What follows belongs to an exercise in optimizing a design on an open flow for small area, a short achievable clock period and few clock cycles per item; a production flow would make more cautious choices.
At most, simulation tests tie the RTL to the original design; equivalence was not proved.
No functional check of the RTL was part of run 1.
The clock cells of runs 4 and 5 come from the design's own scripts or RTL, not from TritonCTS.
The flow treats the clock pin as an ideal source. Dropping or thinning the clock tree relies on that and would not hold on a real chip.
No activity file was given, so power comes from the tool's default toggle rates.

$ cat design/flow/config.mk
export PLATFORM = sky130hd
export DESIGN_NAME = sys
export DESIGN_NICKNAME = sys
export VERILOG_FILES = /design/flow/design.v
export SDC_FILE = /design/flow/constraint.sdc
export NUM_CORES = 4
export LEC_CHECK = 0
export CAP_MARGIN = 20
export CORE_MARGIN = 2
export CORE_UTILIZATION = 50
export PLACE_DENSITY = 0.7
export SETUP_SLACK_MARGIN = 1.4
export SLEW_MARGIN = 20
$ cat design/flow/constraint.sdc
create_clock -name core_clock -period 3.2 [get_ports {clk}]
set_input_delay 0.6400 -clock core_clock [delete_from_list [all_inputs] [get_ports {clk}]]
set_output_delay 0.6400 -clock core_clock [all_outputs]
set_load 0.01 [all_outputs]
$ cat design/flow/design.v
module sys (
	clk,
	reset,
	addr,
	din,
	dout,
	req,
	wr,
	rdy,
	seed0,
	seed1,
	seed2,
	seed3,
	range
);
input           clk, reset;
input   [63:0]  din;
output  [63:0]  dout;
output  [63:0]  addr;
input   [63:0]  seed0, seed1, seed2, seed3;
output          req;
output          wr;
input           rdy;
input   [63:0]  range;
reg     [63:0]  s0, s1, s2, s3;      
reg     [6:0]   t;                   
reg     [63:0]  addr_r;
reg     [63:0]  dout_r;
reg             req_r;
reg             wr_r;
reg     [7:1]   pre;                 
wire    [1:0]   gn = t[2:1] + {1'b0, t[0]};
wire    [3:0]   kn = t[6:3] + {3'b000, &t[2:0]};
reg     [3:0]   h;                   
reg     [18:0]  xc;                  
localparam [15:0] X0 = 16'h0404;
localparam [15:0] X1 = 16'h0808;
localparam [15:0] X2 = 16'h0ef1;
localparam [15:0] X3 = 16'h1010;
localparam [15:0] X4 = 16'h1ae5;
localparam [15:0] X5 = 16'h1de2;
localparam [15:0] X6 = 16'h2020;
localparam [15:0] X7 = 16'h2b2b;
localparam [15:0] X8 = 16'h35ca;
localparam [15:0] X9 = 16'h4040;
localparam [15:0] X10 = 16'h43bc;
localparam [15:0] X11 = 16'h46b9;
localparam [15:0] X12 = 16'h4d4d;
localparam [15:0] X13 = 16'h5353;
localparam [15:0] X14 = 16'h5656;
localparam [15:0] X15 = 16'h5959;
localparam [15:0] X16 = 16'h5ca3;
localparam [15:0] X17 = 16'h728d;
localparam [15:0] X18 = 16'h7887;
wire    [63:0]  xpat;
assign xpat[0] = xc[7];
assign xpat[1] = xc[0];
assign xpat[2] = xc[16];
assign xpat[3] = xc[10];
assign xpat[4] = xc[14];
assign xpat[5] = xc[1];
assign xpat[6] = xc[11];
assign xpat[7] = xc[18];
assign xpat[8] = xc[13];
assign xpat[9] = xc[3];
assign xpat[10] = xc[17];
assign xpat[11] = xc[2];
assign xpat[12] = xc[15];
assign xpat[13] = xc[6];
assign xpat[14] = xc[4];
assign xpat[15] = xc[5];
assign xpat[16] = xc[0];
assign xpat[17] = xc[16];
assign xpat[18] = xc[10];
assign xpat[19] = xc[14];
assign xpat[20] = xc[1];
assign xpat[21] = xc[11];
assign xpat[22] = xc[18];
assign xpat[23] = xc[13];
assign xpat[24] = xc[3];
assign xpat[25] = xc[17];
assign xpat[26] = xc[2];
assign xpat[27] = xc[15];
assign xpat[28] = xc[6];
assign xpat[29] = xc[4];
assign xpat[30] = xc[5];
assign xpat[31] = xc[12];
assign xpat[32] = xc[16];
assign xpat[33] = xc[10];
assign xpat[34] = xc[14];
assign xpat[35] = xc[1];
assign xpat[36] = xc[11];
assign xpat[37] = xc[18];
assign xpat[38] = xc[13];
assign xpat[39] = xc[3];
assign xpat[40] = xc[17];
assign xpat[41] = xc[2];
assign xpat[42] = xc[15];
assign xpat[43] = xc[6];
assign xpat[44] = xc[4];
assign xpat[45] = xc[5];
assign xpat[46] = xc[12];
assign xpat[47] = xc[9];
assign xpat[48] = xc[10];
assign xpat[49] = xc[14];
assign xpat[50] = xc[1];
assign xpat[51] = xc[11];
assign xpat[52] = xc[18];
assign xpat[53] = xc[13];
assign xpat[54] = xc[3];
assign xpat[55] = xc[17];
assign xpat[56] = xc[2];
assign xpat[57] = xc[15];
assign xpat[58] = xc[6];
assign xpat[59] = xc[4];
assign xpat[60] = xc[5];
assign xpat[61] = xc[12];
assign xpat[62] = xc[9];
assign xpat[63] = xc[8];
wire    [63:0]  cur = (s0 & {64{h[0]}}) | (s1 & {64{h[1]}}) |
                      (s2 & {64{h[2]}}) | (s3 & {64{h[3]}});
wire    [63:0]  carry;
genvar          i;
generate
	for (i = 0; i < 64; i = i + 1) begin : g_carry
		if (i < 8)
			assign carry[i] = &{1'b1, din[i - i%8 +: 8] | (8'hff << (i%8))};
		else
			assign carry[i] = pre[i/8] & &(din[i - i%8 +: 8] | (8'hff << (i%8)));
	end
	for (i = 1; i < 8; i = i + 1) begin : g_pre
		always @(posedge clk)
			pre[i] <= &din[8*i-1:0];
	end
endgenerate
always @(posedge clk) begin
	if (reset) begin
		s0 <= seed0;
		s1 <= seed1;
		s2 <= seed2;
		s3 <= seed3;
	end
	if (reset)
		t <= 7'd0;
	else if (rdy)
		t <= t + 7'd1;
	h      <= 4'b0001 << gn;
	xc[0] <= X0[kn];
	xc[1] <= X1[kn];
	xc[2] <= X2[kn];
	xc[3] <= X3[kn];
	xc[4] <= X4[kn];
	xc[5] <= X5[kn];
	xc[6] <= X6[kn];
	xc[7] <= X7[kn];
	xc[8] <= X8[kn];
	xc[9] <= X9[kn];
	xc[10] <= X10[kn];
	xc[11] <= X11[kn];
	xc[12] <= X12[kn];
	xc[13] <= X13[kn];
	xc[14] <= X14[kn];
	xc[15] <= X15[kn];
	xc[16] <= X16[kn];
	xc[17] <= X17[kn];
	xc[18] <= X18[kn];
	req_r  <= ~reset;
	wr_r   <= t[0];
	addr_r <= (cur ^ xpat) & range;
	dout_r <= din ^ carry;
end
assign req  = req_r;
assign wr   = wr_r;
assign addr = addr_r;
assign dout = dout_r;
endmodule
$ cat design/flow/flow/run.sh
#!/bin/bash
# Standard ORFS layout, except that the port buffers are buf_1 cells
# (buffer_ports otherwise picks clkdlybuf4s50_1, a slow delay cell).
set -euo pipefail
bash standard.sh BUFFER_PORTS_ARGS="-buffer_cell sky130_fd_sc_hd__buf_1" finish > make_finish.log 2>&1
$ cat design/flow/standard.sh
#!/bin/bash
# synth_recipe.tcl (not shown) runs the flow's synth.tcl, then flattens the netlist and writes it again
# the make line also repeats each setting of config.mk as NAME=value (left out here)
make -C /OpenROAD-flow-scripts/flow DESIGN_CONFIG=/design/flow/config.mk WORK_HOME=/design/flow/orfs CLKGATE_MAP_FILE= SYNTH_SCRIPT=/design/flow/synth_recipe.tcl "${@:-finish}"
==> results of run 1 <==
-- worst paths after layout --
kind,from,endpoint,slack [ns],depth (start not counted)
worst min register to register,t[0]$_SDFFE_PP0P_,wr_r$_DFF_P_,0.50,1
worst min-delay path,seed0[42],s0[42]$_DFFE_PP_,0.27,1
worst max-delay path,t[0]$_SDFFE_PP0P_,xc[10]$_DFF_P_,1.28,7
worst max register to register,t[0]$_SDFFE_PP0P_,xc[10]$_DFF_P_,1.28,7
-- final cells by class --
| type | instances | area (um^2) | share of cell area, % |
|---|---|---|---|
| multi-input combinational | 474 | 4215 | 21.66 |
| timing repair buffer | 538 | 2252 | 11.57 |
| clock inverter | 16 | 128.9 | 0.6622 |
| tap | 396 | 495.5 | 2.546 |
| sequential | 423 | 11050 | 56.78 |
| clock buffer | 66 | 1265 | 6.500 |
| antenna | 4 | 10.01 | 0.05143 |
| inverter | 10 | 43.79 | 0.2250 |
-- logic make-up after synthesis --
kind of cell    count (synthesis)  share of synthesized area [%]
compound gates                149                          10.51
xor+xnor                      126                          7.460
fa+ha+maj                      23                          1.875
buf+inv                        54                          1.533
flops                         423                          71.88
mux                             4                         0.3424
simple gates                  171                          6.400
-- report_power, final --
group	switching (uW)	leakage, uW	total (uW)	internal, uW
registers	230	0.00390	6480	6250
logic	686	0.00233	1360	670
clock network	2010	0.000683	4900	2890
total	2930	0.00692	12700	9810
-- through the flow --
stage | instances | power, uW | setup slack [ns] | utilization [%]
2_1_floorplan | 950 | 7328 | 1.355 | -
3_3_place_gp | 1827 | 7906 | 1.120 | 58.58
3_5_place_dp | 1827 | 7951 | 1.013 | 58.58
4_1_cts | 1921 | 12840 | 1.272 | 63.71
5_1_grt | 1926 | 13220 | 1.228 | 63.95
6_report | 1927 | 12740 | 1.283 | 63.96
-- cells in the mapped netlist (4+ instances only) --
master / n / area, um^2
sky130_fd_sc_hd__nand3_1: 18 / 90.09
sky130_fd_sc_hd__o21ai_0: 8 / 40.04
sky130_fd_sc_hd__ha_1: 23 / 287.8
sky130_fd_sc_hd__clkbuf_1: 18 / 67.56
sky130_fd_sc_hd__a22o_1: 64 / 560.5
sky130_fd_sc_hd__buf_2: 26 / 130.1
sky130_fd_sc_hd__xnor2_1: 102 / 893.4
sky130_fd_sc_hd__nor2_1: 25 / 93.84
sky130_fd_sc_hd__a21oi_1: 8 / 40.04
sky130_fd_sc_hd__and4_1: 6 / 52.55
sky130_fd_sc_hd__dfxtp_1: 167 / 3343
sky130_fd_sc_hd__a221oi_1: 4 / 35.03
sky130_fd_sc_hd__nand2_1: 19 / 71.32
sky130_fd_sc_hd__and3_1: 6 / 37.54
sky130_fd_sc_hd__nand4_1: 14 / 87.58
sky130_fd_sc_hd__edfxtp_1: 256 / 7687
sky130_fd_sc_hd__a221oi_2: 60 / 900.9
sky130_fd_sc_hd__xor2_1: 20 / 175.2
sky130_fd_sc_hd__inv_1: 10 / 37.54
sky130_fd_sc_hd__and2_1: 71 / 444.2
-- timing repair --
item / in CTS / in global routing
pin swaps: 4 / 4
gates cloned: 1 / 1
resized for setup: 11 / 10
setup buffers: 11 / 1
endpoints found under the hold margin: 0 / 0
endpoints found under the setup margin: 41 / 14
-- sequential cells by signal, summed over array words and instances (netlist names) --
| register | flops |
|---|---|
| t | 7 |
| s2 | 64 |
| wr_r | 1 |
| addr_r | 64 |
| pre | 7 |
| xc | 19 |
| s0 | 64 |
| dout_r | 64 |
| req_r | 1 |
| s1 | 64 |
| h | 4 |
| s3 | 64 |
-- per-layer routing --
layer | up-vias | wire [um] | track usage [%]
li1 | 4657 | - | -
met1 | 4802 | 14820 | 27.19
met2 | 430 | 21840 | 45.48
met3 | 83 | 3451 | 6.679
met4 | 4 | 1173 | 8.165
met5 | - | 34 | 0
==> run notes, run 1 <==
# TYPE chip_impl_metric gauge
chip_impl_metric{name="dr.pass1.iters",unit=""} 4
chip_impl_info{name="critical_path.endpoint_type",value="flop"} 1
chip_impl_metric{name="finish.instance_area",unit="um^2"} 19460
chip_impl_metric{name="tritoncts_num_sinks",unit=""} 423
chip_impl_metric{name="port_buffer_count",unit=""} 516
chip_impl_metric{name="setup_tns",unit="ns"} 0
chip_impl_metric{name="fraction_of_final_layout_cells_sized_beyond_drive_strength_1",unit="%"} 11.53
chip_impl_info{name="mostFrequentLayoutCell",value="sky130_fd_sc_hd__buf_1"} 1
chip_impl_metric{name="global_route_wire_length_before_repair",unit="mm"} 58.17
chip_impl_info{name="cells_along_the_critical_path",value="ha_4 -> ha_4 -> ha_4 -> ha_4 -> ha_4 -> inv_2 -> mux4_2"} 1
chip_impl_metric{name="crit_fanout",unit=""} 5
chip_impl_metric{name="grtUsageTotal",unit="%"} 24.59
chip_impl_metric{name="synth_edf_count",unit=""} 256
chip_impl_metric{name="cts-root-to-sink-buffers",unit=""} 3
chip_impl_metric{name="avgViaCountPerCell",unit=""} 5.177
chip_impl_metric{name="post_synth_inst_count",unit=""} 950
chip_impl_metric{name="initial_util",unit="%"} 50.43
chip_impl_metric{name="filler_cell_count",unit=""} 2367
chip_impl_metric{name="clkLatencyLatePin",unit="ns"} 0.54
chip_impl_info{name="cpMaxStageDelayCell",value="sky130_fd_sc_hd__mux4_2"} 1
chip_impl_info{name="worst_path_class_setup",value="flop to flop"} 1
chip_impl_info{name="path_delay_family",value="adder cells"} 1
chip_impl_metric{name="drt_iter0_markers",unit=""} 555
chip_impl_metric{name="globalplace.congestion",unit=""} 0.8277
chip_impl_metric{name="timing.final.crit_share",unit="%"} 59.89
chip_impl_metric{name="arrival",unit="ns"} 2.32
chip_impl_metric{name="detailroute.via_count",unit=""} 9976
chip_impl_info{name="hp-class",value="input port to flop"} 1
chip_impl_metric{name="post-route-drc-count",unit=""} 0
chip_impl_metric{name="area_of_the_core",unit="um^2"} 30430
chip_impl_metric{name="cell_area_placed",unit="um^2"} 17830
chip_impl_metric{name="fin_hold_viols",unit=""} 0
chip_impl_metric{name="grt_max_degree",unit=""} 88
chip_impl_metric{name="synth.distinct_cells",unit=""} 36
chip_impl_metric{name="timing.critical_path.slowest_cell_delay",unit="ns"} 0.45
chip_impl_metric{name="yosysSeqAreaShare",unit="%"} 71.88
chip_impl_metric{name="post-dp-hpwl",unit="mm"} 29.62
chip_impl_info{name="tritoncts",value="yes"} 1
chip_impl_metric{name="yosysWarningCount",unit=""} 1
chip_impl_metric{name="mappedNetlistNets",unit=""} 1360
chip_impl_metric{name="p_leak",unit="uW"} 0.006915
chip_impl_metric{name="mapped_cell_area",unit="um^2"} 15350
chip_impl_metric{name="post_synthesis_average_cell_area",unit="um^2"} 16.15
chip_impl_info{name="buffer_type_at_the_clock_tree_root",value="sky130_fd_sc_hd__clkbuf_16"} 1
chip_impl_metric{name="number_of_antenna_violations_at_the_first_check_in_global_routing",unit=""} 5
chip_impl_info{name="grt_setup_unrepaired",value="yes"} 1
chip_impl_metric{name="cts.htree.levels",unit=""} 2
chip_impl_metric{name="finalHoldWorstSlack",unit="ns"} 0.2652
chip_impl_metric{name="first_global_vias",unit=""} 10140
chip_impl_metric{name="std_cell_rows",unit=""} 64
chip_impl_metric{name="crit_buf_inv",unit=""} 1
chip_impl_metric{name="net_count_of_the_finished_layout",unit=""} 1901
chip_impl_metric{name="numCtsBuffers",unit=""} 44
chip_impl_metric{name="growth_of_design_area_from_synthesis_to_finish",unit="%"} 26.82
chip_impl_metric{name="drv_cap",unit=""} 0
chip_impl_metric{name="die-width",unit="um"} 179.2
chip_impl_metric{name="postRouteAntennaNets",unit=""} 0
chip_impl_metric{name="vdd_ir_drop_max",unit="V"} 0.0004552
chip_impl_metric{name="synth-seq-cells",unit=""} 423
chip_impl_info{name="outcome",value="timing/DRC/antenna clean"} 1
chip_impl_info{name="commonest_cells_after_routing_fill_and_taps_aside",value="sky130_fd_sc_hd__buf_1 (515), sky130_fd_sc_hd__edfxtp_1 (256), sky130_fd_sc_hd__dfxtp_1 (161), sky130_fd_sc_hd__xnor2_1 (102), sky130_fd_sc_hd__and2_1 (71)"} 1
chip_impl_metric{name="top_level_ports",unit=""} 517
chip_impl_metric{name="totalWireLength",unit="mm"} 41.32
chip_impl_metric{name="gr-total-overflow",unit=""} 0
chip_impl_metric{name="maxClockFrequency",unit="GHz"} 0.5218
chip_impl_metric{name="design.die.area",unit="um^2"} 32110
chip_impl_metric{name="post-route-min-period",unit="ns"} 1.917
chip_impl_metric{name="die_y",unit="um"} 179.2
chip_impl_metric{name="report.final.setup_viol",unit=""} 0
chip_impl_metric{name="worst_slew_pin_slew",unit="ns"} 0.6158
chip_impl_metric{name="detail_route.wl_per_cell",unit="um"} 21.44
chip_impl_metric{name="finalMaxSlewViolations",unit=""} 0
chip_impl_info{name="dominantRegCellSynth",value="sky130_fd_sc_hd__edfxtp_1"} 1
chip_impl_metric{name="ys_async_sr_fraction",unit="%"} 0
chip_impl_info{name="cp_most_frequent_cell",value="sky130_fd_sc_hd__ha_4"} 1
chip_impl_metric{name="critPathRequiredTime",unit="ns"} 3.61
chip_impl_metric{name="power-per-cell-area",unit="nW/um^2"} 654.6
chip_impl_metric{name="clk_pin_slew_worst_paths",unit="ns"} 0.06
chip_impl_metric{name="final.setup_skew",unit="ns"} 0.01368
chip_impl_metric{name="cts_hold_buf",unit=""} 0
chip_impl_info{name="start_kind",value="flop"} 1
chip_impl_metric{name="maxSlewHeadroom",unit="%"} 58.89
==> inputs of run 2 (changes only) <==
--- a/design/flow/design.v
+++ b/design/flow/design.v
@@ -23,14 +23,9 @@
 input           rdy;
 input   [63:0]  range;
 reg     [63:0]  s0, s1, s2, s3;      
-reg     [6:0]   t;                   
-reg     [63:0]  addr_r;
-reg     [63:0]  dout_r;
-reg             req_r;
-reg             wr_r;
-reg     [7:1]   pre;                 
-wire    [1:0]   gn = t[2:1] + {1'b0, t[0]};
-wire    [3:0]   kn = t[6:3] + {3'b000, &t[2:0]};
+reg             wr_n;                
+reg     [3:0]   g_n;                 
+reg     [3:0]   k_n;                 
 reg     [3:0]   h;                   
 reg     [18:0]  xc;                  
 localparam [15:0] X0 = 16'h0404;
@@ -52,6 +47,11 @@
 localparam [15:0] X16 = 16'h5ca3;
 localparam [15:0] X17 = 16'h728d;
 localparam [15:0] X18 = 16'h7887;
+reg     [63:0]  addr_r;
+reg     [63:0]  dout_r;
+reg             req_r;
+reg             wr_r;
+reg     [6:0]   gq;                  
 wire    [63:0]  xpat;
 assign xpat[0] = xc[7];
 assign xpat[1] = xc[0];
@@ -126,11 +126,11 @@
 		if (i < 8)
 			assign carry[i] = &{1'b1, din[i - i%8 +: 8] | (8'hff << (i%8))};
 		else
-			assign carry[i] = pre[i/8] & &(din[i - i%8 +: 8] | (8'hff << (i%8)));
+			assign carry[i] = &gq[i/8-1:0] & &(din[i - i%8 +: 8] | (8'hff << (i%8)));
 	end
-	for (i = 1; i < 8; i = i + 1) begin : g_pre
+	for (i = 0; i < 7; i = i + 1) begin : g_gq
 		always @(posedge clk)
-			pre[i] <= &din[8*i-1:0];
+			gq[i] <= &din[8*i+7:8*i];
 	end
 endgenerate
 always @(posedge clk) begin
@@ -140,32 +140,41 @@
 		s2 <= seed2;
 		s3 <= seed3;
 	end
-	if (reset)
-		t <= 7'd0;
-	else if (rdy)
-		t <= t + 7'd1;
-	h      <= 4'b0001 << gn;
-	xc[0] <= X0[kn];
-	xc[1] <= X1[kn];
-	xc[2] <= X2[kn];
-	xc[3] <= X3[kn];
-	xc[4] <= X4[kn];
-	xc[5] <= X5[kn];
-	xc[6] <= X6[kn];
-	xc[7] <= X7[kn];
-	xc[8] <= X8[kn];
-	xc[9] <= X9[kn];
-	xc[10] <= X10[kn];
-	xc[11] <= X11[kn];
-	xc[12] <= X12[kn];
-	xc[13] <= X13[kn];
-	xc[14] <= X14[kn];
-	xc[15] <= X15[kn];
-	xc[16] <= X16[kn];
-	xc[17] <= X17[kn];
-	xc[18] <= X18[kn];
+	if (reset) begin
+		wr_n <= 1'b0;
+		g_n  <= 4'b0001;
+		k_n  <= 4'd0;
+	end
+	else if (rdy) begin
+		wr_n <= ~wr_n;
+		if (!wr_n) begin
+			g_n <= {g_n[2:0], g_n[3]};
+			if (g_n[3])
+				k_n <= k_n + 4'd1;
+		end
+	end
+	h      <= g_n;
+	xc[0] <= X0[k_n];
+	xc[1] <= X1[k_n];
+	xc[2] <= X2[k_n];
+	xc[3] <= X3[k_n];
+	xc[4] <= X4[k_n];
+	xc[5] <= X5[k_n];
+	xc[6] <= X6[k_n];
+	xc[7] <= X7[k_n];
+	xc[8] <= X8[k_n];
+	xc[9] <= X9[k_n];
+	xc[10] <= X10[k_n];
+	xc[11] <= X11[k_n];
+	xc[12] <= X12[k_n];
+	xc[13] <= X13[k_n];
+	xc[14] <= X14[k_n];
+	xc[15] <= X15[k_n];
+	xc[16] <= X16[k_n];
+	xc[17] <= X17[k_n];
+	xc[18] <= X18[k_n];
 	req_r  <= ~reset;
-	wr_r   <= t[0];
+	wr_r   <= wr_n;
 	addr_r <= (cur ^ xpat) & range;
 	dout_r <= din ^ carry;
 end
--- a/design/flow/config.mk
+++ b/design/flow/config.mk
@@ -7,7 +7,9 @@
 export LEC_CHECK = 0
 export CAP_MARGIN = 20
 export CORE_MARGIN = 2
-export CORE_UTILIZATION = 50
-export PLACE_DENSITY = 0.7
-export SETUP_SLACK_MARGIN = 1.4
+export CORE_UTILIZATION = 65
+export CTS_CLUSTER_DIAMETER = 50
+export CTS_CLUSTER_SIZE = 25
+export PLACE_DENSITY = 0.8
+export SETUP_SLACK_MARGIN = 1.5
 export SLEW_MARGIN = 20
==> run notes, run 2 <==
# TYPE chip_impl_metric gauge
chip_impl_metric{name="p_leak",unit="uW"} 0.006862
chip_impl_info{name="cpMaxStageDelayCell",value="sky130_fd_sc_hd__dfxtp_1"} 1
chip_impl_metric{name="cts_hold_buf",unit=""} 0
chip_impl_info{name="worst_path_class_setup",value="flop to output pin"} 1
chip_impl_info{name="tritoncts",value="yes"} 1
chip_impl_metric{name="combPwrFrac",unit="%"} 8.3
chip_impl_metric{name="report.final.setup_viol",unit=""} 0
chip_impl_metric{name="post_synthesis_average_cell_area",unit="um^2"} 16.29
chip_impl_metric{name="grt_max_degree",unit=""} 77
chip_impl_metric{name="totalWireLength",unit="mm"} 41.55
chip_impl_metric{name="post-route-min-period",unit="ns"} 1.679
chip_impl_metric{name="grtUsageTotal",unit="%"} 32.07
chip_impl_metric{name="switching_share",unit="%"} 23.27
chip_impl_info{name="hp-class",value="input port to flop"} 1
chip_impl_info{name="holdCritStartpoint",value="seed0[44]"} 1
chip_impl_metric{name="yosysSeqAreaShare",unit="%"} 72.06
chip_impl_metric{name="drv_cap",unit=""} 0
chip_impl_metric{name="vdd_ir_drop_max",unit="V"} 0.0006053
chip_impl_metric{name="area_of_the_core",unit="um^2"} 23330
chip_impl_metric{name="post_synth_inst_count",unit=""} 943
chip_impl_metric{name="mapped_cell_area",unit="um^2"} 15360
chip_impl_metric{name="post-dp-hpwl",unit="mm"} 29.52
chip_impl_metric{name="detail_route.wl_per_cell",unit="um"} 22.80
chip_impl_metric{name="maxClockFrequency",unit="GHz"} 0.5956
chip_impl_info{name="buffer_type_at_the_clock_tree_root",value="sky130_fd_sc_hd__clkbuf_16"} 1
chip_impl_metric{name="clk_pin_slew_worst_paths",unit="ns"} 0.08
chip_impl_metric{name="final.setup_skew",unit="ns"} 0.01545
chip_impl_metric{name="global_route_wire_length_before_repair",unit="mm"} 57.88
chip_impl_metric{name="p_clk_share",unit="%"} 38.6
chip_impl_metric{name="finish.instance_area",unit="um^2"} 18970
chip_impl_metric{name="cts.htree.levels",unit=""} 2
chip_impl_metric{name="critPathRequiredTime",unit="ns"} 2.56
chip_impl_info{name="critical_path.startpoint",value="addr_r[20]$_DFF_P_"} 1
chip_impl_metric{name="finalHoldWorstSlack",unit="ns"} 0.2800
chip_impl_info{name="synth.top_cells.by_area",value="sky130_fd_sc_hd__edfxtp_1 (50%), sky130_fd_sc_hd__dfxtp_1 (22%), sky130_fd_sc_hd__a221oi_2 (6.3%)"} 1
chip_impl_metric{name="number_of_antenna_violations_at_the_first_check_in_global_routing",unit=""} 11
chip_impl_metric{name="drt_iter0_markers",unit=""} 774
chip_impl_metric{name="maxSlewHeadroom",unit="%"} 60.43
chip_impl_info{name="yosys.cell_count.top_type",value="sky130_fd_sc_hd__edfxtp_1"} 1
chip_impl_info{name="yosysTopAreaCell",value="sky130_fd_sc_hd__edfxtp_1"} 1
chip_impl_metric{name="dr.pass1.iters",unit=""} 5
chip_impl_metric{name="yosysTopAreaCellShare",unit="%"} 50.04
chip_impl_info{name="cells_along_the_critical_path",value="buf_1"} 1
chip_impl_metric{name="power.sequential.fraction",unit="%"} 53.0
chip_impl_metric{name="crit_buf_inv",unit=""} 1
chip_impl_metric{name="post-route-drc-count",unit=""} 0
chip_impl_metric{name="net_count_of_the_finished_layout",unit=""} 1869
chip_impl_metric{name="fin_hold_viols",unit=""} 0
chip_impl_metric{name="power-per-cell-area",unit="nW/um^2"} 637.2
chip_impl_metric{name="timing.critical_path.slowest_cell_delay",unit="ns"} 0.32
chip_impl_metric{name="growth_of_design_area_from_synthesis_to_finish",unit="%"} 23.50
chip_impl_metric{name="clkLatencyLatePin",unit="ns"} 0.52
chip_impl_metric{name="detailroute.via_count",unit=""} 10150
chip_impl_metric{name="finalMaxSlewViolations",unit=""} 0
chip_impl_metric{name="worst_slew_pin_slew",unit="ns"} 0.5928
chip_impl_metric{name="crit_fanout",unit=""} 1
chip_impl_metric{name="gr-total-overflow",unit=""} 0
chip_impl_metric{name="std_cell_rows",unit=""} 56
chip_impl_metric{name="initial_util",unit="%"} 65.84
chip_impl_info{name="synth.top_cells.by_count",value="sky130_fd_sc_hd__edfxtp_1 (256), sky130_fd_sc_hd__dfxtp_1 (169), sky130_fd_sc_hd__xnor2_1 (104)"} 1
chip_impl_metric{name="globalplace.congestion",unit=""} 0.8691
chip_impl_metric{name="mappedNetlistNets",unit=""} 1347
chip_impl_metric{name="first_global_vias",unit=""} 10250
chip_impl_metric{name="die_y",unit="um"} 157.7
chip_impl_metric{name="total_switching_power",unit="uW"} 2813
chip_impl_metric{name="synth-seq-cells",unit=""} 425
chip_impl_info{name="commonest_cells_after_routing_fill_and_taps_aside",value="sky130_fd_sc_hd__buf_1 (488), sky130_fd_sc_hd__edfxtp_1 (256), sky130_fd_sc_hd__dfxtp_1 (156), sky130_fd_sc_hd__xnor2_1 (104), sky130_fd_sc_hd__and2_1 (67)"} 1
chip_impl_metric{name="setup_tns",unit="ns"} 0
chip_impl_metric{name="timing.final.crit_share",unit="%"} 52.47
chip_impl_metric{name="port_buffer_count",unit=""} 516
chip_impl_metric{name="top_level_ports",unit=""} 517
chip_impl_metric{name="ys_async_sr_fraction",unit="%"} 0
chip_impl_metric{name="fraction_of_final_layout_cells_sized_beyond_drive_strength_1",unit="%"} 12.41
chip_impl_info{name="mostFrequentLayoutCell",value="sky130_fd_sc_hd__buf_1"} 1
chip_impl_metric{name="postRouteAntennaNets",unit=""} 0
chip_impl_metric{name="cell_area_placed",unit="um^2"} 17560
chip_impl_info{name="reg2reg_from",value="h[0]$_DFF_P_"} 1
chip_impl_metric{name="synth.distinct_cells",unit=""} 34
chip_impl_metric{name="die-width",unit="um"} 157.7
chip_impl_metric{name="design.die.area",unit="um^2"} 24880
chip_impl_info{name="dominantRegCellSynth",value="sky130_fd_sc_hd__edfxtp_1"} 1
chip_impl_metric{name="numCtsBuffers",unit=""} 37
chip_impl_info{name="critical_path.endpoint_type",value="output pin"} 1
chip_impl_metric{name="avgViaCountPerCell",unit=""} 5.569
chip_impl_info{name="path_delay_family",value="flip-flops"} 1
chip_impl_metric{name="yosysWarningCount",unit=""} 1
chip_impl_metric{name="cts-root-to-sink-buffers",unit=""} 3
chip_impl_metric{name="arrival",unit="ns"} 1.04
chip_impl_metric{name="tritoncts_num_sinks",unit=""} 425
chip_impl_metric{name="int_pwr",unit="uW"} 9275
chip_impl_info{name="start_kind",value="flop"} 1
chip_impl_info{name="outcome",value="timing/DRC/antenna clean"} 1
chip_impl_metric{name="synth_edf_count",unit=""} 256
chip_impl_info{name="grt_setup_unrepaired",value="no"} 1
-- run 2: changes by cell type in the layout (fill, tap and decap cells not counted), sizes merged, moves of 4 or more --
cell    delta
and4       -4
ha         -6
and2       -4
nor2       +4
inv       +12
clkbuf    -16
nor3       +5
o21ai      -5
mux2i      +4
buf       -17
diode      +8
-- run 2: layout make-up --
cell class | instances | area (um^2)
diodes | 12 | 30.03
clock buffers | 41 | 1026
clock inverters | 24 | 250.2
fillers | 1344 | 4360
inverters | 10 | 37.54
multi-input cells | 461 | 3954
flip-flops and latches | 425 | 11100
well taps | 319 | 399.1
repair buffers | 530 | 2173
-- run 2: layer usage --
layer  GRT usage (%)  part of all wire (%)  routed length [um]
met1           34.73                    33               13870
met5               0                  0.12                  48
met3           10.16                   9.7                4025
met2           56.29                    52               21790
met4           16.71                   4.4                1817
-- run 2: path summary, 6_finish.rpt --
path,end,slack (ns),depth (start not counted)
max,addr[20],1.52,1
min,s0[44]$_DFFE_PP_,0.28,1
max reg2reg,addr_r[3]$_DFF_P_,1.52,5
min reg2reg,h[0]$_DFF_P_,0.36,0
-- run 2: cells by family after synthesis --
kind of cell	after synthesis	synth area share, %
AOI/OAI and AO/OA	139	10.31
xor gates and xnor gates	127	7.241
muxes	7	0.4561
adders and majority gates	17	1.385
buffers and inverters	57	2.199
DFF	425	72.06
and+or+nand+nor	171	6.345
-- run 2: power groups by stage --
stage | registers (uW) | clock network [uW] | logic, uW
2_1_floorplan | 6530 | 0 | 498
3_3_place_gp | 6520 | 0 | 944
3_5_place_dp | 6530 | 0 | 973
4_1_cts | 6410 | 4730 | 1000
5_1_grt | 6450 | 4900 | 1100
6_report | 6410 | 4670 | 1010
-- run 2: metrics by stage --
step	power, uW	worst slack [ns]	utilization [%]	std cells
after global placement	7461	1.330	75.28	1743
final	12090	1.521	81.31	1822
after CTS	12140	1.500	81.05	1810
after detailed placement	7508	1.294	75.28	1743
after floorplan	7023	1.709	-	943
after global routing	12450	1.500	81.25	1816
-- run 2: repair_timing --
item	in CTS	in global routing
gates resized for setup	23	19
buffers inserted	2	0
endpoints found under the setup margin	79	33
Testbench counts of run 2, summed over its fixed seeds: cycles 128,027, items 16,000.
==> inputs of run 3 (changes only) <==
--- a/design/flow/config.mk
+++ b/design/flow/config.mk
@@ -8,8 +8,6 @@
 export CAP_MARGIN = 20
 export CORE_MARGIN = 2
 export CORE_UTILIZATION = 65
-export CTS_CLUSTER_DIAMETER = 50
-export CTS_CLUSTER_SIZE = 25
 export PLACE_DENSITY = 0.8
 export SETUP_SLACK_MARGIN = 1.5
 export SLEW_MARGIN = 20
==> run notes, run 3 <==
# TYPE chip_impl_metric gauge
chip_impl_info{name="outcome",value="timing/DRC/antenna clean"} 1
chip_impl_metric{name="cts.htree.levels",unit=""} 2
chip_impl_metric{name="std_cell_rows",unit=""} 56
chip_impl_metric{name="post-route-min-period",unit="ns"} 1.684
chip_impl_metric{name="mappedNetlistNets",unit=""} 1347
chip_impl_info{name="grt_setup_unrepaired",value="no"} 1
chip_impl_metric{name="ys_async_sr_fraction",unit="%"} 0
chip_impl_metric{name="globalplace.congestion",unit=""} 0.8691
chip_impl_metric{name="rr_worst_depth",unit=""} 5
chip_impl_metric{name="critPathRequiredTime",unit="ns"} 2.56
chip_impl_metric{name="finalMaxSlewViolations",unit=""} 0
chip_impl_metric{name="arrival",unit="ns"} 1.04
chip_impl_metric{name="final_util",unit="%"} 81.65
chip_impl_metric{name="post-route-worst-setup-slack",unit="ns"} 1.516
chip_impl_info{name="worst_path_class_setup",value="flop to output pin"} 1
chip_impl_metric{name="setup_tns",unit="ns"} 0
chip_impl_metric{name="numCtsBuffers",unit=""} 42
chip_impl_metric{name="timing.critical_path.depth",unit=""} 1
chip_impl_info{name="tritoncts",value="yes"} 1
chip_impl_metric{name="global_route_wire_length_before_repair",unit="mm"} 57.77
chip_impl_metric{name="first_global_vias",unit=""} 10170
chip_impl_metric{name="maxClockFrequency",unit="GHz"} 0.5939
chip_impl_metric{name="synth-seq-cells",unit=""} 425
chip_impl_metric{name="cts-root-to-sink-buffers",unit=""} 3
chip_impl_metric{name="vdd_ir_drop_max",unit="V"} 0.0005150
chip_impl_info{name="mostFrequentLayoutCell",value="sky130_fd_sc_hd__buf_1"} 1
chip_impl_metric{name="initial_util",unit="%"} 65.84
chip_impl_metric{name="detail_route.wl_per_cell",unit="um"} 22.63
chip_impl_info{name="critical_path.endpoint_type",value="output pin"} 1
chip_impl_info{name="buffer_type_at_the_clock_tree_root",value="sky130_fd_sc_hd__clkbuf_16"} 1
chip_impl_metric{name="maxSlewHeadroom",unit="%"} 60.65
chip_impl_metric{name="dr.pass1.iters",unit=""} 6
chip_impl_metric{name="yosysWarningCount",unit=""} 1
chip_impl_metric{name="detailroute.via_count",unit=""} 10100
chip_impl_metric{name="power-per-cell-area",unit="nW/um^2"} 638.6
chip_impl_metric{name="fin_hold_viols",unit=""} 0
chip_impl_metric{name="top_level_ports",unit=""} 517
chip_impl_metric{name="area_of_the_core",unit="um^2"} 23330
chip_impl_metric{name="tritoncts_num_sinks",unit=""} 425
chip_impl_metric{name="gr-total-overflow",unit=""} 0
chip_impl_info{name="crit_path_end",value="addr[56]"} 1
chip_impl_info{name="synth.top_cells.by_area",value="sky130_fd_sc_hd__edfxtp_1 (50%), sky130_fd_sc_hd__dfxtp_1 (22%), sky130_fd_sc_hd__a221oi_2 (6.3%)"} 1
chip_impl_metric{name="totalWireLength",unit="mm"} 41.51
chip_impl_metric{name="mapped_cell_area",unit="um^2"} 15360
chip_impl_metric{name="drv_cap",unit=""} 0
chip_impl_info{name="cells_along_the_critical_path",value="buf_2"} 1
chip_impl_info{name="synth.top_cells.by_count",value="sky130_fd_sc_hd__edfxtp_1 (256), sky130_fd_sc_hd__dfxtp_1 (169), sky130_fd_sc_hd__xnor2_1 (104)"} 1
chip_impl_metric{name="post_synthesis_average_cell_area",unit="um^2"} 16.29
chip_impl_metric{name="growth_of_design_area_from_synthesis_to_finish",unit="%"} 24.02
chip_impl_metric{name="final.setup_skew",unit="ns"} 0.01526
chip_impl_info{name="hp-class",value="input port to flop"} 1
chip_impl_metric{name="grtUsageTotal",unit="%"} 32.07
chip_impl_info{name="reg2reg_from",value="h[0]$_DFF_P_"} 1
chip_impl_metric{name="synth_edf_count",unit=""} 256
chip_impl_metric{name="yosysTopAreaCellShare",unit="%"} 50.04
chip_impl_metric{name="clk_pin_slew_worst_paths",unit="ns"} 0.06
chip_impl_metric{name="post-dp-hpwl",unit="mm"} 29.52
chip_impl_metric{name="net_count_of_the_finished_layout",unit=""} 1874
chip_impl_metric{name="timing.final.crit_share",unit="%"} 52.62
chip_impl_metric{name="postRouteAntennaNets",unit=""} 0
chip_impl_metric{name="port_buffer_count",unit=""} 516
chip_impl_metric{name="design.die.area",unit="um^2"} 24880
chip_impl_metric{name="die-width",unit="um"} 157.7
chip_impl_metric{name="rrSetupSlack",unit="ns"} 1.56
chip_impl_metric{name="grt_max_degree",unit=""} 77
chip_impl_metric{name="fraction_of_final_layout_cells_sized_beyond_drive_strength_1",unit="%"} 12.57
chip_impl_metric{name="post_synth_inst_count",unit=""} 943
chip_impl_metric{name="report.final.setup_viol",unit=""} 0
chip_impl_info{name="yosys.cell_count.top_type",value="sky130_fd_sc_hd__edfxtp_1"} 1
chip_impl_metric{name="number_of_antenna_violations_at_the_first_check_in_global_routing",unit=""} 10
chip_impl_metric{name="p_leak",unit="uW"} 0.006906
chip_impl_metric{name="crit_fanout",unit=""} 1
chip_impl_metric{name="die_y",unit="um"} 157.7
chip_impl_metric{name="dp_worst_setup_slack",unit="ns"} 1.294
chip_impl_info{name="dominantRegCellSynth",value="sky130_fd_sc_hd__edfxtp_1"} 1
chip_impl_metric{name="post-route-drc-count",unit=""} 0
chip_impl_info{name="yosysTopAreaCell",value="sky130_fd_sc_hd__edfxtp_1"} 1
chip_impl_info{name="path_delay_family",value="flip-flops"} 1
chip_impl_info{name="regToRegEndpoint",value="addr_r[3]$_DFF_P_"} 1
chip_impl_metric{name="yosysSeqAreaShare",unit="%"} 72.06
chip_impl_metric{name="clkLatencyLatePin",unit="ns"} 0.53
chip_impl_info{name="commonest_cells_after_routing_fill_and_taps_aside",value="sky130_fd_sc_hd__buf_1 (482), sky130_fd_sc_hd__edfxtp_1 (256), sky130_fd_sc_hd__dfxtp_1 (156), sky130_fd_sc_hd__xnor2_1 (104), sky130_fd_sc_hd__and2_1 (67)"} 1
chip_impl_info{name="start_kind",value="flop"} 1
chip_impl_info{name="critical_path.startpoint",value="addr_r[56]$_DFF_P_"} 1
chip_impl_metric{name="crit_buf_inv",unit=""} 1
chip_impl_metric{name="worst_slew_pin_slew",unit="ns"} 0.5894
chip_impl_metric{name="avgViaCountPerCell",unit=""} 5.508
chip_impl_metric{name="synth.distinct_cells",unit=""} 34
chip_impl_metric{name="drt_iter0_markers",unit=""} 736
chip_impl_info{name="cpMaxStageDelayCell",value="sky130_fd_sc_hd__dfxtp_2"} 1
chip_impl_metric{name="timing.critical_path.slowest_cell_delay",unit="ns"} 0.37
==> run 3: cell counts after synthesis <==
No cell type changed its count.
==> run 3: through the flow <==
step / hold slack, ns / cell area [um^2] / std cells / total power (uW)
final: 0.2733 / 19050 / 1834 / 12170
after global routing: 0.2614 / 19040 / 1829 / 12530
after CTS: 0.2632 / 18990 / 1823 / 12200
after detailed placement: 0.3536 / 17560 / 1743 / 7508
after global placement: 0.3501 / 17560 / 1743 / 7461
after floorplan: 0.3500 / 15360 / 943 / 7023
==> run 3: final cells by class <==
class	count	area, um^2
Antenna cell	11	27.53
Clock buffer	65	1282
Clock inverter	13	65.06
Fill cell	1331	4280
Inverter	10	37.54
Multi-Input combinational cell	461	3954
Sequential cell	425	11100
Tap cell	319	399.1
Timing Repair Buffer	530	2187
==> run 3: cells by family (layout without fill, tap and decap cells) <==
group,Yosys count,after routing,share of synthesized area [%]
adder cells (fa/ha/maj),17,17,1.385
AND/OR/NAND/NOR,171,171,6.345
other,0,11,0
flip-flops,425,425,72.06
XOR/XNOR,127,127,7.241
multiplexers,7,7,0.4561
AO/OA/AOI/OAI,139,139,10.31
buffers and inverters,57,618,2.199
==> run 3: worst min-delay path by stage <==
| stage | startpoint | endpoint | slack (ns) | cells past startpoint |
|---|---|---|---|---|
| 3_5_place_dp | g_n[0]$_SDFFE_PP1N_ | h[0]$_DFF_P_ | 0.35 | 0 |
| 3_3_place_gp | g_n[1]$_SDFFE_PP0N_ | h[1]$_DFF_P_ | 0.35 | 0 |
| 2_1_floorplan | g_n[1]$_SDFFE_PP0N_ | h[1]$_DFF_P_ | 0.35 | 0 |
| 5_1_grt | seed3[15] | s3[15]$_DFFE_PP_ | 0.26 | 1 |
| 6_report | seed1[38] | s1[38]$_DFFE_PP_ | 0.27 | 1 |
| 4_1_cts | seed3[54] | s3[54]$_DFFE_PP_ | 0.26 | 1 |
==> run 3: where the power goes <==
part	leakage (uW)	total [uW]	internal [uW]	switching, uW
Sequential	0.00392	6420	6230	186
Clock	0.000659	4740	2760	1970
Combinational	0.00233	1010	486	525
Total	0.00691	12200	9480	2690
==> run 3: timing repair <==
action	CTS	global route
endpoints found under the hold margin	0	0
resized for setup	23	25
buffers inserted	2	0
hold buffers	0	0
setup endpoints to repair	71	43
==> run 3: routing by layer <==
| layer | vias to the layer above | part of all wire [%] | global-route usage [%] |
|---|---|---|---|
| met5 | - | 0.060 | 0 |
| met4 | 4 | 4.2 | 15.45 |
| met1 | 4890 | 34 | 35.22 |
| met2 | 505 | 52 | 56.83 |
| met3 | 113 | 9.4 | 9.526 |
| li1 | 4589 | - | - |
==> inputs of run 4 (changes only) <==
==> design/flow/flow/run.sh (replaced) <==
#!/bin/bash
# Standard ORFS layout with two changes:
#  - port buffers are buf_1 cells (buffer_ports otherwise picks
#    clkdlybuf4s50_1, a slow delay cell);
#  - the clock tree is built by flow/cts.tcl (two buffer levels) instead of
#    TritonCTS (three levels), which lowers the clock latency.
# Each step's full output goes to make_<step>.log here; ORFS's own logs are
# under orfs/logs.
set -euo pipefail
here=$(pwd)
export CTREE_TCL=$here/flow/ctree.tcl
A=(BUFFER_PORTS_ARGS="-buffer_cell sky130_fd_sc_hd__buf_1")
bash standard.sh "${A[@]}" place > make_place.log 2>&1
bash standard.sh "${A[@]}" run RUN_SCRIPT="$here/flow/cts.tcl" RUN_LOG_NAME_STEM=4_1_cts > make_cts.log 2>&1
bash standard.sh "${A[@]}" finish > make_finish.log 2>&1
==> design/flow/flow/ctree.tcl (new file) <==
# Custom two-level clock tree: the clock port drives NMID buffers, each of
# which drives NLEAF/NMID leaf buffers; each leaf drives one cluster of
# flip-flops. Clusters come from splitting the sinks into equal-count
# columns by x, then each column into equal-count groups by y.
proc ctree_build {clk_port nmid_x nmid_y nleaf_x nleaf_y mid_cell leaf_cell} {
  set block [ord::get_db_block]
  set net [[$block findBTerm $clk_port] getNet]
  set sinks {}
  foreach it [$net getITerms] {
    set inst [$it getInst]
    set bb [$inst getBBox]
    set x [expr {([$bb xMin] + [$bb xMax]) / 2}]
    set y [expr {([$bb yMin] + [$bb yMax]) / 2}]
    lappend sinks [list $x $y [$inst getName] [[$it getMTerm] getName]]
  }
  set n [llength $sinks]
  puts "ctree: $n sinks"
  # split into nmid_x*nleaf_x columns, then each into nmid_y*nleaf_y rows
  set ncol [expr {$nmid_x * $nleaf_x}]
  set nrow [expr {$nmid_y * $nleaf_y}]
  set byx [lsort -integer -index 0 $sinks]
  set leaves {}
  for {set c 0} {$c < $ncol} {incr c} {
    set lo [expr {($c * $n) / $ncol}]
    set hi [expr {(($c + 1) * $n) / $ncol - 1}]
    set col [lsort -integer -index 1 [lrange $byx $lo $hi]]
    set m [llength $col]
    for {set r 0} {$r < $nrow} {incr r} {
      set lo2 [expr {($r * $m) / $nrow}]
      set hi2 [expr {(($r + 1) * $m) / $nrow - 1}]
      lappend leaves [list $c $r [lrange $col $lo2 $hi2]]
    }
  }
  set site_w 460
  set row_h 2720
  # leaf buffers
  set li 0
  array set mids {}
  foreach lf $leaves {
    lassign $lf c r members
    set sx 0; set sy 0
    foreach s $members { incr sx [lindex $s 0]; incr sy [lindex $s 1] }
    set cx [expr {$sx / [llength $members]}]
    set cy [expr {$sy / [llength $members]}]
    set name "ctree_leaf_$li"
    set nname "ctree_leafnet_$li"
    make_instance $name $leaf_cell
    odb::dbNet_create $block $nname
    foreach s $members {
      set pin "[lindex $s 2]/[lindex $s 3]"
      disconnect_pin $clk_port $pin
      connect_pin $nname $pin
    }
    connect_pin $nname $name/X
    set inst [$block findInst $name]
    $inst setLocation [expr {($cx / $site_w) * $site_w}] [expr {($cy / $row_h) * $row_h}]
    $inst setPlacementStatus PLACED
    [$block findNet $nname] setSigType CLOCK
    set mx [expr {$c / $nleaf_x}]
    set my [expr {$r / $nleaf_y}]
    lappend mids($mx,$my) [list $name $cx $cy]
    incr li
  }
  # mid buffers
  set mi 0
  foreach key [lsort [array names mids]] {
    set sx 0; set sy 0
    foreach l $mids($key) { incr sx [lindex $l 1]; incr sy [lindex $l 2] }
    set k [llength $mids($key)]
    set cx [expr {$sx / $k}]; set cy [expr {$sy / $k}]
    set name "ctree_mid_$mi"
    set nname "ctree_midnet_$mi"
    make_instance $name $mid_cell
    odb::dbNet_create $block $nname
    foreach l $mids($key) { connect_pin $nname [lindex $l 0]/A }
    connect_pin $nname $name/X
    connect_pin $clk_port $name/A
    set inst [$block findInst $name]
    $inst setLocation [expr {($cx / $site_w) * $site_w}] [expr {($cy / $row_h) * $row_h}]
    $inst setPlacementStatus PLACED
    [$block findNet $nname] setSigType CLOCK
    incr mi
  }
  $net setSigType CLOCK
  puts "ctree: $li leaf buffers, $mi mid buffers"
}
==> design/flow/flow/cts.tcl (new file) <==
# ORFS's cts.tcl with TritonCTS replaced by a two-level clock tree built by
# ctree.tcl (clock port -> 4 buffers -> 16 leaf buffers -> flip-flops).
utl::set_metrics_stage "cts__{}"
source $::env(SCRIPTS_DIR)/load.tcl
erase_non_stage_variables cts
load_design 3_place.odb 3_place.sdc

repair_clock_inverters

set_dont_use $::env(DONT_USE_CELLS)

source $::env(CTREE_TCL)
ctree_build clk 2 2 2 2 sky130_fd_sc_hd__clkbuf_16 sky130_fd_sc_hd__clkbuf_16
set_propagated_clock [all_clocks]

estimate_parasitics -placement

set_placement_padding -global \
  -left $::env(CELL_PAD_IN_SITES_DETAIL_PLACEMENT) \
  -right $::env(CELL_PAD_IN_SITES_DETAIL_PLACEMENT)
detailed_placement
estimate_parasitics -placement

repair_timing_helper
detailed_placement
check_placement -verbose

report_clock_latency
report_metrics 4 "cts final"

orfs_write_db $::env(RESULTS_DIR)/4_1_cts.odb
orfs_write_sdc $::env(RESULTS_DIR)/4_cts.sdc
==> run notes, run 4 <==
# TYPE chip_impl_metric gauge
chip_impl_metric{name="avgViaCountPerCell",unit=""} 5.525
chip_impl_metric{name="globalplace.congestion",unit=""} 0.8691
chip_impl_info{name="dominantRegCellSynth",value="sky130_fd_sc_hd__edfxtp_1"} 1
chip_impl_info{name="holdCritStartpoint",value="g_n[0]$_SDFFE_PP1N_"} 1
chip_impl_metric{name="yosysTopAreaCellShare",unit="%"} 50.04
chip_impl_metric{name="mappedNetlistNets",unit=""} 1347
chip_impl_metric{name="critPathRequiredTime",unit="ns"} 3.44
chip_impl_metric{name="clk_pin_slew_worst_paths",unit="ns"} 0.10
chip_impl_metric{name="crit_fanout",unit=""} 24
chip_impl_metric{name="growth_of_design_area_from_synthesis_to_finish",unit="%"} 18.18
chip_impl_info{name="synth.top_cells.by_count",value="sky130_fd_sc_hd__edfxtp_1 (256), sky130_fd_sc_hd__dfxtp_1 (169), sky130_fd_sc_hd__xnor2_1 (104)"} 1
chip_impl_info{name="critical_path.startpoint",value="h[0]$_DFF_P_"} 1
chip_impl_metric{name="timing.final.crit_share",unit="%"} 50.30
chip_impl_metric{name="grtUsageTotal",unit="%"} 30.31
chip_impl_metric{name="filler_cell_count",unit=""} 1476
chip_impl_metric{name="net_count_of_the_finished_layout",unit=""} 1852
chip_impl_metric{name="final.setup_skew",unit="ns"} 0.01388
chip_impl_metric{name="rr_worst_depth",unit=""} 5
chip_impl_metric{name="seqCellArea",unit="um^2"} 11090
chip_impl_metric{name="switching_share",unit="%"} 21.76
chip_impl_metric{name="power-per-cell-area",unit="nW/um^2"} 551.2
chip_impl_info{name="regToRegEndpoint",value="addr_r[3]$_DFF_P_"} 1
chip_impl_metric{name="finalHoldWorstSlack",unit="ns"} 0.3681
chip_impl_metric{name="number_of_antenna_violations_at_the_first_check_in_global_routing",unit=""} 11
chip_impl_metric{name="area_of_the_core",unit="um^2"} 23330
chip_impl_info{name="worst_path_class_setup",value="flop to flop"} 1
chip_impl_metric{name="detailroute.via_count",unit=""} 9835
chip_impl_info{name="synth.top_cells.by_area",value="sky130_fd_sc_hd__edfxtp_1 (50%), sky130_fd_sc_hd__dfxtp_1 (22%), sky130_fd_sc_hd__a221oi_2 (6.3%)"} 1
chip_impl_metric{name="post-route-min-period",unit="ns"} 1.610
chip_impl_metric{name="drv_cap",unit=""} 0
chip_impl_info{name="mostFrequentLayoutCell",value="sky130_fd_sc_hd__buf_1"} 1
chip_impl_metric{name="postRouteAntennaNets",unit=""} 0
chip_impl_metric{name="fin_total_pwr",unit="uW"} 10010
chip_impl_info{name="outcome",value="timing/DRC/antenna clean"} 1
chip_impl_metric{name="global_route_wire_length_before_repair",unit="mm"} 55.10
chip_impl_metric{name="ys_async_sr_fraction",unit="%"} 0
chip_impl_metric{name="drt_iter0_markers",unit=""} 757
chip_impl_metric{name="dr.pass1.iters",unit=""} 4
chip_impl_metric{name="grt_max_degree",unit=""} 77
chip_impl_metric{name="post-route-worst-setup-slack",unit="ns"} 1.591
chip_impl_metric{name="first_global_vias",unit=""} 9738
chip_impl_metric{name="combPwrFrac",unit="%"} 9.9
chip_impl_info{name="critical_path.endpoint_type",value="flop"} 1
chip_impl_metric{name="mapped_cell_area",unit="um^2"} 15360
chip_impl_info{name="start_kind",value="flop"} 1
chip_impl_info{name="crit_path_end",value="addr_r[3]$_DFF_P_"} 1
chip_impl_metric{name="die_y",unit="um"} 157.7
chip_impl_info{name="reg2reg_from",value="h[0]$_DFF_P_"} 1
chip_impl_metric{name="final_util",unit="%"} 77.81
chip_impl_metric{name="cts_hold_buf",unit=""} 0
chip_impl_metric{name="total_switching_power",unit="uW"} 2177
chip_impl_metric{name="initial_util",unit="%"} 65.84
chip_impl_metric{name="fraction_of_final_layout_cells_sized_beyond_drive_strength_1",unit="%"} 7.538
chip_impl_metric{name="synth_edf_count",unit=""} 256
chip_impl_metric{name="rrSetupSlack",unit="ns"} 1.59
chip_impl_metric{name="arrival",unit="ns"} 1.85
chip_impl_metric{name="power.sequential.fraction",unit="%"} 64.0
chip_impl_metric{name="fin_hold_viols",unit=""} 0
chip_impl_metric{name="totalWireLength",unit="mm"} 39.90
chip_impl_metric{name="finalMaxSlewViolations",unit=""} 0
chip_impl_metric{name="die-width",unit="um"} 157.7
chip_impl_metric{name="p_clk_share",unit="%"} 26.1
chip_impl_metric{name="synth-seq-cells",unit=""} 425
chip_impl_metric{name="detail_route.wl_per_cell",unit="um"} 22.42
chip_impl_metric{name="p_leak",unit="uW"} 0.006380
chip_impl_metric{name="maxClockFrequency",unit="GHz"} 0.6213
chip_impl_metric{name="yosysWarningCount",unit=""} 1
chip_impl_info{name="grt_setup_unrepaired",value="no"} 1
chip_impl_metric{name="gr-total-overflow",unit=""} 0
chip_impl_metric{name="area_of_the_multi_input_gates",unit="um^2"} 3954
chip_impl_metric{name="report.final.setup_viol",unit=""} 0
chip_impl_metric{name="synth.distinct_cells",unit=""} 34
chip_impl_info{name="yosys.cell_count.top_type",value="sky130_fd_sc_hd__edfxtp_1"} 1
chip_impl_metric{name="post-route-drc-count",unit=""} 0
chip_impl_metric{name="post_synth_inst_count",unit=""} 943
chip_impl_metric{name="design.die.area",unit="um^2"} 24880
chip_impl_info{name="yosysTopAreaCell",value="sky130_fd_sc_hd__edfxtp_1"} 1
chip_impl_metric{name="clkLatencyLatePin",unit="ns"} 0.33
chip_impl_metric{name="post-dp-hpwl",unit="mm"} 29.52
chip_impl_metric{name="setup_tns",unit="ns"} 0
chip_impl_metric{name="port_buffer_count",unit=""} 516
chip_impl_metric{name="int_pwr",unit="uW"} 7829
chip_impl_metric{name="vdd_ir_drop_max",unit="V"} 0.0003405
chip_impl_info{name="commonest_cells_after_routing_fill_and_taps_aside",value="sky130_fd_sc_hd__buf_1 (515), sky130_fd_sc_hd__edfxtp_1 (256), sky130_fd_sc_hd__dfxtp_1 (162), sky130_fd_sc_hd__xnor2_1 (104), sky130_fd_sc_hd__and2_1 (67)"} 1
chip_impl_metric{name="worst_slew_pin_slew",unit="ns"} 0.5843
chip_impl_metric{name="yosysSeqAreaShare",unit="%"} 72.06
chip_impl_metric{name="std_cell_rows",unit=""} 56
chip_impl_metric{name="top_level_ports",unit=""} 517
chip_impl_metric{name="dp_worst_setup_slack",unit="ns"} 1.294
chip_impl_info{name="hp-class",value="flop to flop"} 1
chip_impl_metric{name="maxSlewHeadroom",unit="%"} 60.99
chip_impl_metric{name="post_synthesis_average_cell_area",unit="um^2"} 16.29
[run 4: per-stage QoR]
stage,instance area (um^2),std cells
after global routing,18130,1771
after floorplan,15360,943
final,18150,1780
after global placement,17560,1743
after detailed placement,17560,1743
[run 4: power groups by stage]
stage	Sequential (uW)	Combinational [uW]	Clock, uW
global placement	6520	944	0
detailed placement	6530	973	0
global route	6440	1080	2820
floorplan	6530	498	0
finish	6400	988	2620
CTS	6400	992	2670
[run 4: logic make-up (layout without fill, tap and decap cells)]
family                     after synthesis  count (layout)  synth area share [%]
AOI/OAI and AO/OA                      139             139                 10.31
xor gates and xnor gates               127             127                 7.241
adders and majority gates               17              17                 1.385
buffers and inverters                   57             560                 2.199
DFF                                    425             425                 72.06
muxes                                    7               7                0.4561
other                                    0              15                     0
and+or+nand+nor                        171             171                 6.345
[run 4: how the worst min path moves through the flow]
stage | to | slack, ns | cells past startpoint
global route | h[0]$_DFF_P_ | 0.38 | 0
global placement | h[1]$_DFF_P_ | 0.35 | 0
detailed placement | h[0]$_DFF_P_ | 0.35 | 0
finish | h[0]$_DFF_P_ | 0.37 | 0
floorplan | h[1]$_DFF_P_ | 0.35 | 0
CTS | h[0]$_DFF_P_ | 0.37 | 0
[run 4: cell type report]
class,instances,area share (%)
repair buffers,530,11.77
multi-input cells,461,21.78
well taps,319,2.198
flip-flops and latches,425,61.08
diodes,15,0.2068
plain buffers,20,2.757
inverters,10,0.2068
[run 4: what timing repair did]
item,4_1_cts,5_1_grt
resized for setup,3,3
setup endpoints to repair,60,23
setup buffers,2,0
[run 4: metal layers]
metal | wire length (um) | track usage [%]
met1 | 13590 | 34.19
met2 | 20530 | 53.79
met3 | 3863 | 8.158
met4 | 1880 | 13.72
met5 | 40 | 0
[run 4: critical path: stages, from the launching register on]
cell                       delay (ns)
sky130_fd_sc_hd__dfxtp_4         0.46
sky130_fd_sc_hd__buf_4           0.25
sky130_fd_sc_hd__a22o_1          0.23
sky130_fd_sc_hd__a221oi_2        0.30
sky130_fd_sc_hd__xnor2_1         0.10
sky130_fd_sc_hd__and2_1          0.16
==> inputs of run 5 (changes only) <==
--- a/design/flow/design.v
+++ b/design/flow/design.v
@@ -24,9 +24,9 @@
 input   [63:0]  range;
 reg     [63:0]  s0, s1, s2, s3;      
 reg             wr_n;                
-reg     [3:0]   g_n;                 
 reg     [3:0]   k_n;                 
-reg     [3:0]   h;                   
+reg             rr;                  
+reg     [15:0]  h;                   
 reg     [18:0]  xc;                  
 localparam [15:0] X0 = 16'h0404;
 localparam [15:0] X1 = 16'h0808;
@@ -117,10 +117,17 @@
 assign xpat[61] = xc[12];
 assign xpat[62] = xc[9];
 assign xpat[63] = xc[8];
-wire    [63:0]  cur = (s0 & {64{h[0]}}) | (s1 & {64{h[1]}}) |
-                      (s2 & {64{h[2]}}) | (s3 & {64{h[3]}});
+wire    [63:0]  cur;
+genvar          i;
+integer         c;
+generate
+	for (i = 0; i < 4; i = i + 1) begin : g_cur
+		assign cur[16*i +: 16] =
+			(s0[16*i +: 16] & {16{h[4*i]}})   | (s1[16*i +: 16] & {16{h[4*i+1]}}) |
+			(s2[16*i +: 16] & {16{h[4*i+2]}}) | (s3[16*i +: 16] & {16{h[4*i+3]}});
+	end
+endgenerate
 wire    [63:0]  carry;
-genvar          i;
 generate
 	for (i = 0; i < 64; i = i + 1) begin : g_carry
 		if (i < 8)
@@ -142,18 +149,19 @@
 	end
 	if (reset) begin
 		wr_n <= 1'b0;
-		g_n  <= 4'b0001;
 		k_n  <= 4'd0;
 	end
 	else if (rdy) begin
 		wr_n <= ~wr_n;
-		if (!wr_n) begin
-			g_n <= {g_n[2:0], g_n[3]};
-			if (g_n[3])
-				k_n <= k_n + 4'd1;
-		end
+		if (!wr_n && h[3])
+			k_n <= k_n + 4'd1;
 	end
-	h      <= g_n;
+	rr     <= ~reset & rdy & ~wr_n;
+	for (c = 0; c < 4; c = c + 1)
+		if (reset)
+			h[4*c +: 4] <= 4'b0001;
+		else if (rr)
+			h[4*c +: 4] <= {h[4*c +: 3], h[4*c+3]};
 	xc[0] <= X0[k_n];
 	xc[1] <= X1[k_n];
 	xc[2] <= X2[k_n];
==> run notes, run 5 <==
# TYPE chip_impl_metric gauge
chip_impl_metric{name="detailroute.via_count",unit=""} 10980
chip_impl_metric{name="first_global_vias",unit=""} 11040
chip_impl_info{name="worst_path_class_setup",value="flop to flop"} 1
chip_impl_metric{name="fraction_of_final_layout_cells_sized_beyond_drive_strength_1",unit="%"} 3.001
chip_impl_metric{name="detail_route.wl_per_cell",unit="um"} 22.62
chip_impl_info{name="start_kind",value="flop"} 1
chip_impl_metric{name="std_cell_rows",unit=""} 56
chip_impl_metric{name="finalMaxSlewViolations",unit=""} 0
chip_impl_metric{name="timing.final.crit_share",unit="%"} 51.11
chip_impl_metric{name="grtUsageTotal",unit="%"} 32.69
chip_impl_info{name="hp-class",value="flop to flop"} 1
chip_impl_metric{name="global_route_wire_length_before_repair",unit="mm"} 63.14
chip_impl_metric{name="dr.pass1.iters",unit=""} 7
chip_impl_info{name="cells_along_the_critical_path",value="a22o_1 -> o21ai_0 -> and3b_1"} 1
chip_impl_metric{name="clkLatencyLatePin",unit="ns"} 0.33
chip_impl_metric{name="design.die.area",unit="um^2"} 25310
chip_impl_metric{name="timing.critical_path.slowest_cell_delay",unit="ns"} 0.92
chip_impl_info{name="synth.top_cells.by_count",value="sky130_fd_sc_hd__edfxtp_1 (256), sky130_fd_sc_hd__dfxtp_1 (178), sky130_fd_sc_hd__a22o_1 (128)"} 1
chip_impl_metric{name="yosysWarningCount",unit=""} 1
chip_impl_metric{name="report.final.setup_viol",unit=""} 0
chip_impl_metric{name="final_util",unit="%"} 78.27
chip_impl_metric{name="avgViaCountPerCell",unit=""} 5.802
chip_impl_metric{name="post-route-drc-count",unit=""} 0
chip_impl_info{name="outcome",value="timing/DRC/antenna clean"} 1
chip_impl_metric{name="crit_fanout",unit=""} 18
chip_impl_metric{name="power-per-cell-area",unit="nW/um^2"} 541.2
chip_impl_info{name="yosysTopAreaCell",value="sky130_fd_sc_hd__edfxtp_1"} 1
chip_impl_metric{name="rrSetupSlack",unit="ns"} 1.56
chip_impl_metric{name="clk_pin_slew_worst_paths",unit="ns"} 0.10
chip_impl_info{name="critical_path.endpoint_type",value="flop"} 1
chip_impl_metric{name="net_count_of_the_finished_layout",unit=""} 1974
chip_impl_metric{name="area_of_the_multi_input_gates",unit="um^2"} 4113
chip_impl_metric{name="fin_hold_viols",unit=""} 0
chip_impl_metric{name="final.setup_skew",unit="ns"} 0.009916
run 5: cell types whose count changed after synthesis, moves of 10 or more:
cell / previous run / this run
sky130_fd_sc_hd__and3b_1: 0 / 64
sky130_fd_sc_hd__xor2_1: 23 / 33
sky130_fd_sc_hd__buf_6: 14 / 1
sky130_fd_sc_hd__xnor2_1: 104 / 27
sky130_fd_sc_hd__o21ai_0: 3 / 69
sky130_fd_sc_hd__a22o_1: 64 / 128
sky130_fd_sc_hd__mux2i_1: 7 / 19
sky130_fd_sc_hd__clkbuf_1: 18 / 5
sky130_fd_sc_hd__inv_1: 9 / 20
sky130_fd_sc_hd__and2_1: 67 / 3
sky130_fd_sc_hd__a221oi_2: 64 / 0
sky130_fd_sc_hd__buf_2: 15 / 37
sky130_fd_sc_hd__nor3_1: 6 / 87
run 5: per-stage QoR:
step / setup WS [ns] / hold slack (ns) / std cells
detailed placement: 1.122 / 0.3845 / 1859
finish: 1.564 / 0.3973 / 1893
global placement: 1.203 / 0.3830 / 1859
global route: 1.501 / 0.4100 / 1890
floorplan: 1.653 / 0.3710 / 1063
run 5: power by group:
group | internal [uW] | switching, uW | total (uW)
sequential | 6330 | 200 | 6530
combinational | 367 | 424 | 791
clock | 1130 | 1510 | 2650
run 5: cells by family after synthesis:
group	count (synthesis)	synth area share, %
adders and majority gates	19	1.521
DFF	434	71.97
and+or+nand+nor	258	10.18
muxes	19	1.217
xor gates and xnor gates	60	3.362
buffers and inverters	63	1.857
AOI/OAI and AO/OA	210	9.893
run 5: worst max-delay path, delay by kind of cell (launching register included):
family          cells  cell delay (ns)
flops               1             0.92
compound gates      2             0.41
simple gates        1             0.21
run 5: repair_timing:
action                     CTS  global route
buffers inserted             0             5
cloned                       1             0
pin swaps                    1             1
gates resized for setup      3            10
setup endpoints to repair   31            70
run 5: cell type report:
type	instances	share of cell area [%]
multi-input cells	567	22.32
plain buffers	20	2.716
diodes	8	0.1086
inverters	20	0.4074
flip-flops and latches	434	61.14
repair buffers	525	11.14
well taps	319	2.166
run 5: metal layers:
layer	GRT usage [%]	vias up	part of all wire, %
met5	0	-	0.061
met4	14.92	4	5.1
met3	6.408	127	8.4
met2	57.02	568	50
met1	39.62	5252	37
li1	-	5033	-
run 5: worst min path at each step:
stage,start,end,slack (ns),cells after the start
after floorplan,wr_n$_SDFFE_PP0P_,wr_r$_DFF_P_,0.37,0
after global placement,wr_n$_SDFFE_PP0P_,wr_r$_DFF_P_,0.38,0
after detailed placement,wr_n$_SDFFE_PP0P_,wr_r$_DFF_P_,0.38,0
after CTS,wr_n$_SDFFE_PP0P_,wr_r$_DFF_P_,0.40,0
after global routing,wr_n$_SDFFE_PP0P_,wr_r$_DFF_P_,0.41,0
final,wr_n$_SDFFE_PP0P_,wr_r$_DFF_P_,0.40,0
Testbench counts of run 5, summed over its fixed seeds: cycles 128,027, items 16,000.

## port drivers added, routing unchanged
How much do the figures lean on ideal ports? The routed layouts below were timed once more, with nothing changed but the port constraints.
Step 1: set_driving_cell puts a clkbuf_16 on clk and a buf_2 on each other input, an assumption about the parent block.
Step 2 also shifts input and output timing later by t, the mid clock arrival at the registers, as if the neighbouring blocks saw the same clock.
a / b / c = ideal / step 1 / step 2; a / b = the first two.
run | t (ns) | slack for setup (ns) | worst hold slack (ns) | worst setup path at the end | pins driven straight from the clock port
run 1 | 0.582 | 1.283 / 1.283 / 1.038 | 0.265 / 0.237 / 0.504 | input to register | 1
run 2 | 0.565 | 1.521 / 1.469 / 1.273 | 0.280 / 0.256 / 0.365 | input to register | 1
run 3 | 0.571 | 1.516 / 1.466 / 1.266 | 0.273 / 0.254 / 0.362 | input to register | 1
run 4 | 0.426 | 1.591 / 1.520 / 1.274 | 0.368 / 0.368 / 0.368 | input to register | 4
run 5 | 0.426 | 1.564 / 1.513 / 1.244 | 0.397 / 0.387 / 0.397 | input to register | 4
After both steps every run listed still meets setup and hold. The setup slack of run 5, which loses most, moves by -0.051 ns with the drivers and by -0.320 ns with both steps.
